Background: an optimization exercise with open tools, aiming at small area, a short achievable clock period and few clock cycles. Do not read the settings as production practice.
Function was checked by simulation only, so behaviour that the tests miss may differ from the original.
Power is estimated from default activity; no workload was simulated.

## ysyx_22051086_ALU
module ysyx_22051086_ALU (
    input         ex_valid,
    input         clk,
    input         rst,
    input  [4:0]  aluop,
    input  [63:0] alu_src1,
    input  [63:0] alu_src2,
    output [63:0] alu_res,
    output        alu_busy
);
reg st_idle, st_exec, st_mul, st_nega, st_negb, st_lz, st_align, st_div, st_corr, st_fix;
reg        done;
reg [63:0] res;      
reg [63:0] opa;      
reg        rsign;    
reg [63:0] opb;      
reg [5:0]  cnt;
reg [2:0]  bd0, bd1;     
reg f_sum, f_sub, f_and, f_or, f_xor, f_sh, f_sll, f_sra, f_slt, f_sltu;
reg neg_q, neg_r, is_rem, neg_b;
reg bz;          
wire [63:0] a = alu_src1;
wire [63:0] b = alu_src2;
wire i_mul  = aluop == 5'b01101 || aluop == 5'b01000;
wire i_mulw = aluop == 5'b01000;
wire i_dw   = aluop == 5'b10011 || aluop == 5'b10100 || aluop == 5'b01001 || aluop == 5'b01010;
wire i_div  = i_dw || aluop == 5'b10010 || aluop == 5'b10101 || aluop == 5'b10110;
wire i_sgn  = aluop == 5'b10110 || aluop == 5'b01001 || aluop == 5'b01010;
wire i_rem  = aluop == 5'b10101 || aluop == 5'b10100 || aluop == 5'b01010;
wire i_srw  = aluop == 5'b01111 || aluop == 5'b10000;
wire [63:0] a_ext = {{32{~aluop[4] & a[31]}}, a[31:0]};
wire [63:0] b_ext = {{32{~aluop[4] & b[31]}}, b[31:0]};
wire [63:0] a_w = {{32{a[31]}}, a[31:0]};
wire [63:0] b_w = {{32{b[31]}}, b[31:0]};
wire        sa = i_sgn & (i_dw ? a[31] : a[63]);
wire        sb = i_sgn & (i_dw ? b[31] : b[63]);
wire [63:0] ma = i_mulw ? a_w : a;
wire [63:0] mb = i_mulw ? b_w : b;
wire [15:0] ea, eb;
wire [15:0] ga, gb;
genvar gi;
generate
for (gi = 0; gi < 15; gi = gi + 1) begin : g_run
    assign ea[gi] = (&ma[4*gi+4:4*gi]) | ~(|ma[4*gi+4:4*gi]);
    assign eb[gi] = (&mb[4*gi+4:4*gi]) | ~(|mb[4*gi+4:4*gi]);
    assign ga[gi] = &ea[15:gi];
    assign gb[gi] = &eb[15:gi];
end
endgenerate
assign ea[15] = 1'b1;
assign eb[15] = 1'b1;
assign ga[15] = 1'b1;
assign gb[15] = 1'b1;
wire swap = |(ga & ~gb);
wire [3:0] mpl_lo = swap ? a[3:0] : b[3:0];
wire [2:0] bd0_in, bd1_in;
ysyx_22051086_BOOTH_DEC u_bdi0(.bits({mpl_lo[1:0], 1'b0}), .dec(bd0_in));
  ...
==> flow/config.mk <==
export PLATFORM = sky130hd
export DESIGN_NAME = ysyx_22051086_ALU
export DESIGN_NICKNAME = ysyx_22051086_ALU
export VERILOG_FILES = /design/flow/design.v
export SDC_FILE = /design/flow/constraint.sdc
export NUM_CORES = 4
export LEC_CHECK = 0
export CAP_MARGIN = 35
export CORE_MARGIN = 2
export CORE_UTILIZATION = 30
export SETUP_SLACK_MARGIN = 5
export SLEW_MARGIN = 35
export TNS_END_PERCENT = 5
==> flow/constraint.sdc <==
create_clock -name core_clock -period 10.0 [get_ports {clk}]
set_input_delay 2.0000 -clock core_clock [delete_from_list [all_inputs] [get_ports {clk}]]
set_output_delay 2.0000 -clock core_clock [all_outputs]
set_load 0.01 [all_outputs]
run.sh (not shown) runs the stock make flow with config.mk's settings and CLKGATE_MAP_FILE= SYNTH_SCRIPT=/design/flow/synth_recipe.tcl, a recipe that flattens the netlist after the stock synthesis.
The baseline completed without violations.
Testbench counts at the start, summed over its fixed seeds: cycles 110,120.
Then changed:
--- a/flow/design.v
+++ b/flow/design.v
@@ -73,27 +73,30 @@
 reg st_idle, st_exec, st_mul, st_nega, st_negb, st_lz, st_align, st_div, st_corr, st_fix;
 reg        done;
 reg [63:0] res;      
 reg [63:0] opa;      
 reg        rsign;    
 reg [63:0] opb;      
 reg [5:0]  cnt;
+reg [5:0]  rot;      
 reg [2:0]  bd0, bd1;     
 reg f_sum, f_sub, f_and, f_or, f_xor, f_sh, f_sll, f_sra, f_slt, f_sltu;
 reg neg_q, neg_r, is_rem, neg_b;
 reg bz;          
 wire [63:0] a = alu_src1;
 wire [63:0] b = alu_src2;
 wire i_mul  = aluop == 5'b01101 || aluop == 5'b01000;
 wire i_mulw = aluop == 5'b01000;
 wire i_dw   = aluop == 5'b10011 || aluop == 5'b10100 || aluop == 5'b01001 || aluop == 5'b01010;
 wire i_div  = i_dw || aluop == 5'b10010 || aluop == 5'b10101 || aluop == 5'b10110;
 wire i_sgn  = aluop == 5'b10110 || aluop == 5'b01001 || aluop == 5'b01010;
 wire i_rem  = aluop == 5'b10101 || aluop == 5'b10100 || aluop == 5'b01010;
 wire i_srw  = aluop == 5'b01111 || aluop == 5'b10000;
+wire i_sll  = aluop == 5'b00101 || aluop == 5'b01110;
+wire i_sh   = i_sll || i_srw || aluop == 5'b00110 || aluop == 5'b00111;
 wire [63:0] a_ext = {{32{~aluop[4] & a[31]}}, a[31:0]};
 wire [63:0] b_ext = {{32{~aluop[4] & b[31]}}, b[31:0]};
 wire [63:0] a_w = {{32{a[31]}}, a[31:0]};
 wire [63:0] b_w = {{32{b[31]}}, b[31:0]};
 wire        sa = i_sgn & (i_dw ? a[31] : a[63]);
 wire        sb = i_sgn & (i_dw ? b[31] : b[63]);
 wire [63:0] ma = i_mulw ? a_w : a;
@@ -136,29 +139,29 @@
 wire lt_s = (opa[63] & ~opb[63]) | (~(opa[63] ^ opb[63]) & sum[63]);
 wire [5:0]  lz_r, lz_d;
 wire        nz_r, nz_d;
 ysyx_22051086_LZC64 u_lzr(.x(opa), .lz(lz_r), .nz(nz_r));
 ysyx_22051086_LZC64 u_lzd(.x(opb), .lz(lz_d), .nz(nz_d));
 wire        d_small = lz_d < lz_r;           
 wire [5:0]  s_cnt   = lz_d - lz_r;
-wire [63:0] rx = st_align ? opb : opa;
-wire [5:0]  ramt = st_align ? (6'd0 - cnt) : f_sll ? (6'd0 - opb[5:0]) : opb[5:0];
+wire [63:0] rx = opb;
+wire [5:0]  ramt = rot;
 wire [63:0] r1 = ramt[0] ? {rx[0],     rx[63:1]}  : rx;
 wire [63:0] r2 = ramt[1] ? {r1[1:0],   r1[63:2]}  : r1;
 wire [63:0] r3 = ramt[2] ? {r2[3:0],   r2[63:4]}  : r2;
 wire [63:0] r4 = ramt[3] ? {r3[7:0],   r3[63:8]}  : r3;
 wire [63:0] r5 = ramt[4] ? {r4[15:0],  r4[63:16]} : r4;
 wire [63:0] r6 = ramt[5] ? {r5[31:0],  r5[63:32]} : r5;
-wire        sh_fill = f_sra & opa[63];
+wire        sh_fill = f_sra & opb[63];
 reg  [63:0] sh_out;
 integer k;
 always @(*) begin
     for (k = 0; k < 64; k = k + 1)
-        sh_out[k] = f_sll ? (opb[5:0] > k ? 1'b0 : r6[k])
-                          : (opb[5:0] > 63 - k ? sh_fill : r6[k]);
+        sh_out[k] = f_sll ? (opa[5:0] > k ? 1'b0 : r6[k])
+                          : (opa[5:0] > 63 - k ? sh_fill : r6[k]);
 end
 wire [63:0] alu_val = f_sum ? sum[63:0]
                     : f_and ? cs_c[63:0]
                     : f_or  ? (cs_s[63:0] | cs_c[63:0])
                     : f_xor ? cs_s[63:0]
                     : f_slt ? {63'b0, lt_s}
                     : f_sltu ? {63'b0, lt_u}
@@ -235,16 +238,17 @@
         if (i_mul) begin
             opa <= swap ? b : a;
             opb <= swap ? ma : mb;
         end else if (i_dw) begin
             opa <= a_ext;
             opb <= b_ext;
         end else begin
-            opa <= i_srw ? a_ext : a;
-            opb <= b;
+            opa <= i_sh ? b : a;
+            opb <= i_sh ? (i_srw ? a_ext : a) : b;
+            rot <= i_sll ? 6'd0 - b[5:0] : b[5:0];
         end
     end
     if (st_exec) res <= alu_val;
     if (st_mul) begin
         res <= sum[63:0];
         opa <= {opa[59:0], 4'b0};
         opb <= {{4{opb[63]}}, opb[63:4]};
@@ -252,14 +256,15 @@
         bd1 <= bd1_nx;
     end
     if (st_nega) opa <= sum[63:0];
     if (st_negb) opb <= sum[63:0];
     if (st_lz) begin
         res <= {64{bz ^ neg_q}};
         cnt <= s_cnt;
+        rot <= lz_r - lz_d;
     end
     if (st_align) opb <= r6;
     if (st_div) begin
         res   <= {res[62:0], q_bit ^ neg_q};
         opa   <= sum[63:0];
         rsign <= sum[64];
         if (~cnt_z) opb <= {1'b0, opb[63:1]};
Combinational power shrinks by a few percent.
Sequential cell count grows by 6.
Routed wire length shrinks by a few percent.
Die area grows by a few percent.
Global-route usage shrinks by 2.6 points.
Testbench counts after the change, summed over its fixed seeds: cycles 110,120.

[static timing again, ports no longer ideal]
Ports are ideal in the flow. The routed layouts listed here were re-timed in OpenROAD. Step 1 sets driving cells, clkbuf_16 on the clock port and buf_2 on the other inputs (assumed; they add their load-dependent delay and slew). Step 2 times the ports against the registers' clock, not the clock port: input delays grow and output delays shrink by t, the midpoint of the rising clock arrivals with the driver on. Three values: ideal ports, drivers, drivers and shift; two values: the first two.
run	t, ns	setup slack, ns	worst hold slack (ns)	worst setup path at the end	pins driven straight from the clock port
the first run	0.691	4.338 / 4.338 / 3.891	0.465 / 0.465 / 0.465	input to register	1
the second run	0.664	4.683 / 4.683 / 4.080	0.491 / 0.491 / 0.491	input to register	1
After both steps every run listed still meets setup and hold. For the second run, which loses most, drivers alone change the setup slack by 0.000 ns; drivers and shift together by -0.603 ns.
